What follows belongs to an exercise in optimizing a design on an open flow for small area; a production flow would make more cautious choices.
In this exercise RTL edits were held to simulation tests only and were not proved equivalent to the original.

==> inputs of job 9801 <==
==> flow/design.v (excerpt) <==
module dct2d_top (clk, rst_n, pix_row, coef_row);
  input clk, rst_n;
  input  [63:0] pix_row;
  output [95:0] coef_row;
  wire [7:0]  ph;           
  wire [41:0] DCT1_out;
  wire [63:0] DCT2_in;
  wire [95:0] DCT2_out;
  wire [71:0] TP2_out;
  counter1 cnt(ph, clk, rst_n);
  wire [7:0] col_sel = ph;                          
  wire [7:0] row_sel = {ph[5:0], ph[7:6]};          
  reg [63:0] pix_q;        
  always @(posedge clk)
    pix_q <= pix_row;
  DCT_1D DCT1(pix_q, DCT1_out);
  TPmem_1 #(.D(13)) TP1(.i_clk(clk), .i_sel(col_sel), .i_data(DCT1_out), .o_data(DCT2_in));
  DCT_2D DCT2(DCT2_in, DCT2_out, col_sel[0], col_sel[1]);
  TPmem_2 TP2(.i_clk(clk), .i_sel(row_sel), .i_data(DCT2_out[95:24]), .o_data(TP2_out));
  assign coef_row = {TP2_out, 24'b0};
endmodule
Settings: LEC_CHECK=0, ABC_AREA=1, CAP_MARGIN=20, CORE_MARGIN=2, CORE_UTILIZATION=70, CTS_CLUSTER_DIAMETER=100, CTS_CLUSTER_SIZE=30, SLEW_MARGIN=20; clock period 12.0 ns.
standard.sh (not shown) runs the stock make flow with config.mk's settings and CLKGATE_MAP_FILE= SYNTH_SCRIPT=/design/flow/synth_recipe.tcl, a recipe that flattens the netlist after the stock synthesis.
==> flow/flow/run.sh <==
#!/bin/bash
# Standard layout, with one netlist pass between synthesis and floorplan:
# flow/invpush.py rebuilds full adders in complemented form, and half adders
# as XOR/XNOR plus a NAND/NOR-type gate, where that removes inverters.
# Registers and the logic function are unchanged.
set -euo pipefail
R=orfs/results/${FLOW_PLATFORM}/dct2d_top/base
bash standard.sh synth > synth.log 2>&1
cp "$R/1_2_yosys.v" netlist_synth.v
python3 flow/invpush.py netlist_synth.v "$R/1_2_yosys.v" > invpush.log 2>&1
rm -f "$R/1_synth.odb" "$R/1_synth.sdc"
touch "$R/1_2_yosys.v"
bash standard.sh finish > layout.log 2>&1
Other scripts of this flow, unchanged in this note and not shown: flow/flow/invpush.py
==> job 2009: changes against job 9801 <==
ABC_AREA = default   (was 1)
CORE_UTILIZATION = 75   (was 70)
==> notes <==
- Of job 2009 and job 9801, job 2009 has the higher sequential share of layout area (gap 1.0 points).
- Between job 2009 and job 9801, the lower clock skew is in job 2009 (gap 0.0060 ns).
- Of job 2009 and job 9801, job 9801 has the higher count of clock-buffer cells in the layout (gap 2).
- Of job 9801 and job 2009, job 9801 has the higher critical path depth (gap 5).
- In job 9801 the core utilization is lower than in job 2009, by 5.0 points.
- Between job 9801 and job 2009, the lower via count is in job 2009 (gap about 0.55%, measured against job 2009).
- Die area: job 2009 is smaller than job 9801 (8.3%).
- In job 9801 the wire length is smaller than in job 2009, by about 7%.
- Between job 9801 and job 2009, the lower hold slack is in job 2009 (gap 0.0015 ns).

==> inputs of trial 61 <==
dct2d_top, a different RTL version from the one above (not shown whole).
clock: 12.0 ns
lec_check: 0
cap_margin: 20
core_margin: 2
core_utilization: 70
cts_cluster_diameter: 100
cts_cluster_size: 30
slew_margin: 20
run.sh (not shown) runs the stock make flow with config.mk's settings and CLKGATE_MAP_FILE= SYNTH_SCRIPT=/design/flow/synth_recipe.tcl, a recipe that flattens the netlist after the stock synthesis.
Stock flow here: none of the scripts above is used.
==> inputs of build 80, as changes to trial 61 <==
--- a/flow/design.v
+++ b/flow/design.v
@@ -1,11 +1,11 @@
 module DCT_1D(in, out);
   input  [63:0] in;
-  output [41:0] out;
+  output [63:0] out;
   wire n1 = in[56] ^ in[0];
   wire n2 = in[56] & in[0];
   wire n3 = in[57] ^ in[1] ^ n2;
   wire n4 = (in[57] & in[1]) | (in[57] & n2) | (in[1] & n2);
   wire n5 = in[58] ^ in[2] ^ n4;
   wire n6 = (in[58] & in[2]) | (in[58] & n4) | (in[2] & n4);
   wire n7 = in[59] ^ in[3] ^ n6;
   wire n8 = (in[59] & in[3]) | (in[59] & n6) | (in[3] & n6);
@@ -1341,44 +1341,45 @@
   wire n1338 = n1300 ^ n1337 ^ n1336;
   wire n1339 = (n1300 & n1337) | (n1300 & n1336) | (n1337 & n1336);
   wire n1340 = ~n1303;
   wire n1341 = n1340 ^ n1301 ^ n1339;
   wire n1342 = (n1340 & n1301) | (n1340 & n1339) | (n1301 & n1339);
   wire n1343 = ~n1304;
   wire n1344 = n1272 ^ n1343 ^ n1342;
   wire n1345 = (n1272 & n1343) | (n1272 & n1342) | (n1343 & n1342);
-  wire n1346 = ~n499;
-  wire n1347 = ~n496;
-  wire n1348 = ~n493;
-  wire n1349 = ~n490;
-  wire n1350 = ~n487;
-  wire n1351 = ~n484;
-  wire n1352 = ~n945;
-  wire n1353 = ~n943;
-  wire n1354 = ~n718;
-  wire n1355 = ~n716;
-  wire n1356 = ~n713;
-  wire n1357 = ~n710;
-  wire n1358 = ~n707;
-  wire n1359 = ~n704;
-  wire n1360 = ~n1169;
-  wire n1361 = ~n1166;
-  wire n1362 = ~n1163;
-  wire n1363 = ~n1160;
-  wire n1364 = ~n1157;
-  wire n1365 = ~n1154;
-  wire n1366 = ~n593;
-  wire n1367 = ~n1344;
-  wire n1368 = ~n1341;
-  wire n1369 = ~n1338;
-  wire n1370 = ~n1335;
-  wire n1371 = ~n1332;
-  wire n1372 = ~n1329;
-  assign out = {{n501, n1346, n1347, n1348, n1349, n1350, n1351}, {n946, n1352, n1353, n940, n937, n934, n931}, {n719, n1354, n1355, n1356, n1357, n1358, n1359}, {n1170, n1360, n1361, n1362, n1363, n1364, n1365}, {n1366, n590, n588, n585, n582, n579, n576}, {n1345, n1367, n1368, n1369, n1370, n1371, n1372}};
+  wire n1346 = ~n502;
+  wire n1347 = ~n499;
+  wire n1348 = ~n496;
+  wire n1349 = ~n493;
+  wire n1350 = ~n490;
+  wire n1351 = ~n487;
+  wire n1352 = ~n484;
+  wire n1353 = ~n945;
+  wire n1354 = ~n943;
+  wire n1355 = ~n718;
+  wire n1356 = ~n716;
+  wire n1357 = ~n713;
+  wire n1358 = ~n710;
+  wire n1359 = ~n707;
+  wire n1360 = ~n704;
+  wire n1361 = ~n1169;
+  wire n1362 = ~n1166;
+  wire n1363 = ~n1163;
+  wire n1364 = ~n1160;
+  wire n1365 = ~n1157;
+  wire n1366 = ~n1154;
+  wire n1367 = ~n593;
+  wire n1368 = ~n1344;
+  wire n1369 = ~n1341;
+  wire n1370 = ~n1338;
+  wire n1371 = ~n1335;
+  wire n1372 = ~n1332;
+  wire n1373 = ~n1329;
+  assign out = {{n1346, n501, n1347, n1348, n1349, n1350, n1351, n1352}, {n946, n946, n1353, n1354, n940, n937, n934, n931}, {n719, n719, n1355, n1356, n1357, n1358, n1359, n1360}, {n1170, n1170, n1361, n1362, n1363, n1364, n1365, n1366}, {n594, n1367, n590, n588, n585, n582, n579, n576}, {n1345, n1345, n1368, n1369, n1370, n1371, n1372, n1373}, 16'b0};
 endmodule
 module DCT_2D(in, out, col0, col1);
   input  [63:0] in;
   input  col0, col1;  
   output reg [95:0] out;
   wire n1 = in[56] ^ in[0];
   wire n2 = in[56] & in[0];
   wire n3 = in[57] ^ in[1] ^ n2;
@@ -2757,37 +2758,37 @@
     end
     else
       out = {z0[14:3], z1[14:3], z2[14:3], z3[14:3], z4[14:3], z5[14:3], 24'b0};
   end
 endmodule
 module TPmem_1 #(parameter D = 14) (
   input             i_clk,
   input      [7:0]  i_sel,      
-  input      [41:0] i_data,     
+  input      [47:0] i_data,     
   output reg [63:0] o_data      
 );
   genvar h;
   generate
     for (h = 0; h < 6; h = h + 1) begin : lane
-      reg [7*(D+h)-1:0] q;
+      reg [8*(D+h)-1:0] q;
       always @(posedge i_clk)
-        q <= {q[7*(D-1+h)-1:0], i_data[41-7*h -: 7]};
+        q <= {q[8*(D-1+h)-1:0], i_data[47-8*h -: 8]};
     end
   endgenerate
   integer r;
   always @(*) begin
     for (r = 0; r < 8; r = r + 1)
       o_data[63-8*r -: 8] =
-          ({8{i_sel[0]}} & {1'b0, lane[0].q[7*(D+0-r)-1 -: 7]})
-        | ({8{i_sel[1]}} & {lane[1].q[7*(D+1-r)-1], lane[1].q[7*(D+1-r)-1 -: 7]})
-        | ({8{i_sel[2]}} & {lane[2].q[7*(D+2-r)-1], lane[2].q[7*(D+2-r)-1 -: 7]})
-        | ({8{i_sel[3]}} & {lane[3].q[7*(D+3-r)-1], lane[3].q[7*(D+3-r)-1 -: 7]})
-        | ({8{i_sel[4]}} & {lane[4].q[7*(D+4-r)-1], lane[4].q[7*(D+4-r)-1 -: 7]})
-        | ({8{i_sel[5]}} & {lane[5].q[7*(D+5-r)-1], lane[5].q[7*(D+5-r)-1 -: 7]});
+          ({8{i_sel[0]}} & lane[0].q[8*(D+0-r)-1 -: 8])
+        | ({8{i_sel[1]}} & lane[1].q[8*(D+1-r)-1 -: 8])
+        | ({8{i_sel[2]}} & lane[2].q[8*(D+2-r)-1 -: 8])
+        | ({8{i_sel[3]}} & lane[3].q[8*(D+3-r)-1 -: 8])
+        | ({8{i_sel[4]}} & lane[4].q[8*(D+4-r)-1 -: 8])
+        | ({8{i_sel[5]}} & lane[5].q[8*(D+5-r)-1 -: 8]);
   end
 endmodule
 module TPmem_2 (
   input             i_clk,
   input      [7:0]  i_sel,      
   input      [71:0] i_data,     
   output reg [71:0] o_data      
 );
@@ -2822,24 +2823,24 @@
       count <= count + 1'b1;
   end
 endmodule
 module dct2d_top (clk, rst_n, pix_row, coef_row);
   input clk, rst_n;
   input  [63:0] pix_row;
   output [95:0] coef_row;
   wire [2:0]  ph;           
-  wire [41:0] DCT1_out;
+  wire [63:0] DCT1_out;
   wire [63:0] DCT2_in;
   wire [95:0] DCT2_out;
   wire [71:0] TP2_out;
   counter1 cnt(ph, clk, rst_n);
   wire [7:0] col_sel = 8'b1 << ph;                  
   wire [7:0] row_sel = 8'b1 << (ph + 3'd2);         
   reg [63:0] pix_q;        
   always @(posedge clk)
     pix_q <= pix_row;
   DCT_1D DCT1(pix_q, DCT1_out);
-  TPmem_1 #(.D(13)) TP1(.i_clk(clk), .i_sel(col_sel), .i_data(DCT1_out), .o_data(DCT2_in));
+  TPmem_1 #(.D(13)) TP1(.i_clk(clk), .i_sel(col_sel), .i_data(DCT1_out[63:16]), .o_data(DCT2_in));
   DCT_2D DCT2(DCT2_in, DCT2_out, col_sel[0], col_sel[1]);
   TPmem_2 TP2(.i_clk(clk), .i_sel(row_sel), .i_data(DCT2_out[95:24]), .o_data(TP2_out));
   assign coef_row = {TP2_out, 24'b0};
 endmodule
CORE_UTILIZATION = 40   (was 70)
CTS_CLUSTER_DIAMETER = unset   (was 100)
CTS_CLUSTER_SIZE = unset   (was 30)
==> inputs of build 8, as changes to trial 61 <==
--- a/flow/design.v
+++ b/flow/design.v
@@ -1,11 +1,11 @@
 module DCT_1D(in, out);
   input  [63:0] in;
-  output [41:0] out;
+  output [63:0] out;
   wire n1 = in[56] ^ in[0];
   wire n2 = in[56] & in[0];
   wire n3 = in[57] ^ in[1] ^ n2;
   wire n4 = (in[57] & in[1]) | (in[57] & n2) | (in[1] & n2);
   wire n5 = in[58] ^ in[2] ^ n4;
   wire n6 = (in[58] & in[2]) | (in[58] & n4) | (in[2] & n4);
   wire n7 = in[59] ^ in[3] ^ n6;
   wire n8 = (in[59] & in[3]) | (in[59] & n6) | (in[3] & n6);
@@ -1341,44 +1341,45 @@
   wire n1338 = n1300 ^ n1337 ^ n1336;
   wire n1339 = (n1300 & n1337) | (n1300 & n1336) | (n1337 & n1336);
   wire n1340 = ~n1303;
   wire n1341 = n1340 ^ n1301 ^ n1339;
   wire n1342 = (n1340 & n1301) | (n1340 & n1339) | (n1301 & n1339);
   wire n1343 = ~n1304;
   wire n1344 = n1272 ^ n1343 ^ n1342;
   wire n1345 = (n1272 & n1343) | (n1272 & n1342) | (n1343 & n1342);
-  wire n1346 = ~n499;
-  wire n1347 = ~n496;
-  wire n1348 = ~n493;
-  wire n1349 = ~n490;
-  wire n1350 = ~n487;
-  wire n1351 = ~n484;
-  wire n1352 = ~n945;
-  wire n1353 = ~n943;
-  wire n1354 = ~n718;
-  wire n1355 = ~n716;
-  wire n1356 = ~n713;
-  wire n1357 = ~n710;
-  wire n1358 = ~n707;
-  wire n1359 = ~n704;
-  wire n1360 = ~n1169;
-  wire n1361 = ~n1166;
-  wire n1362 = ~n1163;
-  wire n1363 = ~n1160;
-  wire n1364 = ~n1157;
-  wire n1365 = ~n1154;
-  wire n1366 = ~n593;
-  wire n1367 = ~n1344;
-  wire n1368 = ~n1341;
-  wire n1369 = ~n1338;
-  wire n1370 = ~n1335;
-  wire n1371 = ~n1332;
-  wire n1372 = ~n1329;
-  assign out = {{n501, n1346, n1347, n1348, n1349, n1350, n1351}, {n946, n1352, n1353, n940, n937, n934, n931}, {n719, n1354, n1355, n1356, n1357, n1358, n1359}, {n1170, n1360, n1361, n1362, n1363, n1364, n1365}, {n1366, n590, n588, n585, n582, n579, n576}, {n1345, n1367, n1368, n1369, n1370, n1371, n1372}};
+  wire n1346 = ~n502;
+  wire n1347 = ~n499;
+  wire n1348 = ~n496;
+  wire n1349 = ~n493;
+  wire n1350 = ~n490;
+  wire n1351 = ~n487;
+  wire n1352 = ~n484;
+  wire n1353 = ~n945;
+  wire n1354 = ~n943;
+  wire n1355 = ~n718;
+  wire n1356 = ~n716;
+  wire n1357 = ~n713;
+  wire n1358 = ~n710;
+  wire n1359 = ~n707;
+  wire n1360 = ~n704;
+  wire n1361 = ~n1169;
+  wire n1362 = ~n1166;
+  wire n1363 = ~n1163;
+  wire n1364 = ~n1160;
+  wire n1365 = ~n1157;
+  wire n1366 = ~n1154;
+  wire n1367 = ~n593;
+  wire n1368 = ~n1344;
+  wire n1369 = ~n1341;
+  wire n1370 = ~n1338;
+  wire n1371 = ~n1335;
+  wire n1372 = ~n1332;
+  wire n1373 = ~n1329;
+  assign out = {{n1346, n501, n1347, n1348, n1349, n1350, n1351, n1352}, {n946, n946, n1353, n1354, n940, n937, n934, n931}, {n719, n719, n1355, n1356, n1357, n1358, n1359, n1360}, {n1170, n1170, n1361, n1362, n1363, n1364, n1365, n1366}, {n594, n1367, n590, n588, n585, n582, n579, n576}, {n1345, n1345, n1368, n1369, n1370, n1371, n1372, n1373}, 16'b0};
 endmodule
 module DCT_2D(in, out, col0, col1);
   input  [63:0] in;
   input  col0, col1;  
   output reg [95:0] out;
   wire n1 = in[56] ^ in[0];
   wire n2 = in[56] & in[0];
   wire n3 = in[57] ^ in[1] ^ n2;
@@ -2757,37 +2758,37 @@
     end
     else
       out = {z0[14:3], z1[14:3], z2[14:3], z3[14:3], z4[14:3], z5[14:3], 24'b0};
   end
 endmodule
 module TPmem_1 #(parameter D = 14) (
   input             i_clk,
   input      [7:0]  i_sel,      
-  input      [41:0] i_data,     
+  input      [47:0] i_data,     
   output reg [63:0] o_data      
 );
   genvar h;
   generate
     for (h = 0; h < 6; h = h + 1) begin : lane
-      reg [7*(D+h)-1:0] q;
+      reg [8*(D+h)-1:0] q;
       always @(posedge i_clk)
-        q <= {q[7*(D-1+h)-1:0], i_data[41-7*h -: 7]};
+        q <= {q[8*(D-1+h)-1:0], i_data[47-8*h -: 8]};
     end
   endgenerate
   integer r;
   always @(*) begin
     for (r = 0; r < 8; r = r + 1)
       o_data[63-8*r -: 8] =
-          ({8{i_sel[0]}} & {1'b0, lane[0].q[7*(D+0-r)-1 -: 7]})
-        | ({8{i_sel[1]}} & {lane[1].q[7*(D+1-r)-1], lane[1].q[7*(D+1-r)-1 -: 7]})
-        | ({8{i_sel[2]}} & {lane[2].q[7*(D+2-r)-1], lane[2].q[7*(D+2-r)-1 -: 7]})
-        | ({8{i_sel[3]}} & {lane[3].q[7*(D+3-r)-1], lane[3].q[7*(D+3-r)-1 -: 7]})
-        | ({8{i_sel[4]}} & {lane[4].q[7*(D+4-r)-1], lane[4].q[7*(D+4-r)-1 -: 7]})
-        | ({8{i_sel[5]}} & {lane[5].q[7*(D+5-r)-1], lane[5].q[7*(D+5-r)-1 -: 7]});
+          ({8{i_sel[0]}} & lane[0].q[8*(D+0-r)-1 -: 8])
+        | ({8{i_sel[1]}} & lane[1].q[8*(D+1-r)-1 -: 8])
+        | ({8{i_sel[2]}} & lane[2].q[8*(D+2-r)-1 -: 8])
+        | ({8{i_sel[3]}} & lane[3].q[8*(D+3-r)-1 -: 8])
+        | ({8{i_sel[4]}} & lane[4].q[8*(D+4-r)-1 -: 8])
+        | ({8{i_sel[5]}} & lane[5].q[8*(D+5-r)-1 -: 8]);
   end
 endmodule
 module TPmem_2 (
   input             i_clk,
   input      [7:0]  i_sel,      
   input      [71:0] i_data,     
   output reg [71:0] o_data      
 );
@@ -2822,24 +2823,24 @@
       count <= count + 1'b1;
   end
 endmodule
 module dct2d_top (clk, rst_n, pix_row, coef_row);
   input clk, rst_n;
   input  [63:0] pix_row;
   output [95:0] coef_row;
   wire [2:0]  ph;           
-  wire [41:0] DCT1_out;
+  wire [63:0] DCT1_out;
   wire [63:0] DCT2_in;
   wire [95:0] DCT2_out;
   wire [71:0] TP2_out;
   counter1 cnt(ph, clk, rst_n);
   wire [7:0] col_sel = 8'b1 << ph;                  
   wire [7:0] row_sel = 8'b1 << (ph + 3'd2);         
   reg [63:0] pix_q;        
   always @(posedge clk)
     pix_q <= pix_row;
   DCT_1D DCT1(pix_q, DCT1_out);
-  TPmem_1 #(.D(13)) TP1(.i_clk(clk), .i_sel(col_sel), .i_data(DCT1_out), .o_data(DCT2_in));
+  TPmem_1 #(.D(13)) TP1(.i_clk(clk), .i_sel(col_sel), .i_data(DCT1_out[63:16]), .o_data(DCT2_in));
   DCT_2D DCT2(DCT2_in, DCT2_out, col_sel[0], col_sel[1]);
   TPmem_2 TP2(.i_clk(clk), .i_sel(row_sel), .i_data(DCT2_out[95:24]), .o_data(TP2_out));
   assign coef_row = {TP2_out, 24'b0};
 endmodule
CORE_UTILIZATION = 60   (was 70)
CTS_CLUSTER_DIAMETER = unset   (was 100)
CTS_CLUSTER_SIZE = unset   (was 30)
==> inputs of build 15, as changes to trial 61 <==
GPL_TIMING_DRIVEN = 0   (was unset)
==> impl_metrics.yaml <==
run_status:
  run_status: "finished clean"
setup_path:
  ff2ff_setup_slack_ns: 0.52
  r2r_cells: 34
  required_ns: 12.63
cells_and_area:
  largest_cell_class: "registers"
  multi_input_area_sq_mm: 0.0272
die:
  die-area_sq_mm: 0.101
drt:
  routed.top_layer: "met4"
  drt_iter0_drc: 1653
  post_drt_via_cell_ratio: 4.95
yosys:
  syn_avg_cell_area_sq_um: 12.8
That was build 8.
==> impl_metrics.yaml <==
drt:
  drt_iter0_drc: 2256
  routed.top_layer: "met5"
  post_drt_via_cell_ratio: 5.35
cells_and_area:
  multi_input_area_sq_mm: 0.0276
  final_common_cell: "dfxtp_1"
  largest_cell_class: "multi-input combinational cells"
yosys:
  syn_avg_cell_area_sq_um: 12.7
  ys_top_cells_by_area: "dfxtp_1 (46%), fa_1 (29%), inv_1 (7.0%)"
die:
  die-area_sq_mm: 0.0858
setup_path:
  required_ns: 12.51
  ff2ff_setup_slack_ns: 0.35
run_status:
  run_status: "finished clean"
place:
  placedCellCount: 5823
That was build 15.
==> impl_metrics.yaml <==
drt:
  post_drt_via_cell_ratio: 5.24
  routed.top_layer: "met4"
run_status:
  run_status: "finished clean"
cells_and_area:
  largest_cell_class: "multi-input combinational cells"
  multi_input_area_sq_mm: 0.0274
timing:
  rsz0062_at_grt: "false"
  setup_tns_ns: 0
setup_path:
  r2r_cells: 34
That was trial 61.
==> impl_metrics.yaml <==
run_status:
  run_status: "finished clean"
setup_path:
  required_ns: 12.61
  r2r_cells: 32
die:
  die-area_sq_mm: 0.151
yosys:
  syn_avg_cell_area_sq_um: 12.8
cells_and_area:
  largest_cell_class: "registers"
  multi_input_area_sq_mm: 0.0272
timing:
  hold_ws_ns: 0.308
drt:
  post_drt_via_cell_ratio: 4.49
That was build 80.

separate check: timing with driven ports:
In the flow no input, the clock included, has a driving cell. The finished layouts below were timed again as built, in two steps. Step 1 sets driving cells, clkbuf_16 on the clock port and buf_2 on the other inputs (assumed; they add their load-dependent delay and slew). Step 2 adds t to the input delays and takes it off the output delays; t is the mean of the earliest and latest rising clock arrival at the registers after step 1. Input paths then give back, and output paths get back, about the clock's delay inside the block. Three values: ideal ports, drivers, drivers and shift; two values: the first two.
| run | t, ns | slack for setup (ns) | slew at the worst register clock pin (ns) |
|---|---|---|---|
| job 9801 | 0.720 | 0.726 / 0.726 / 0.726 | 0.11 / 0.11 |
| job 2009 | 0.712 | 0.786 / 0.786 / 0.786 | 0.12 / 0.12 |
| trial 61 | 0.720 | 0.479 / 0.479 / 0.479 | 0.11 / 0.11 |
| build 80 | 0.808 | 0.496 / 0.496 / 0.496 | 0.08 / 0.08 |
| build 8 | 0.795 | 0.524 / 0.524 / 0.524 | 0.06 / 0.06 |
| build 15 | 0.732 | 0.354 / 0.354 / 0.354 | 0.11 / 0.11 |
After both steps setup and hold are still met in every run listed.
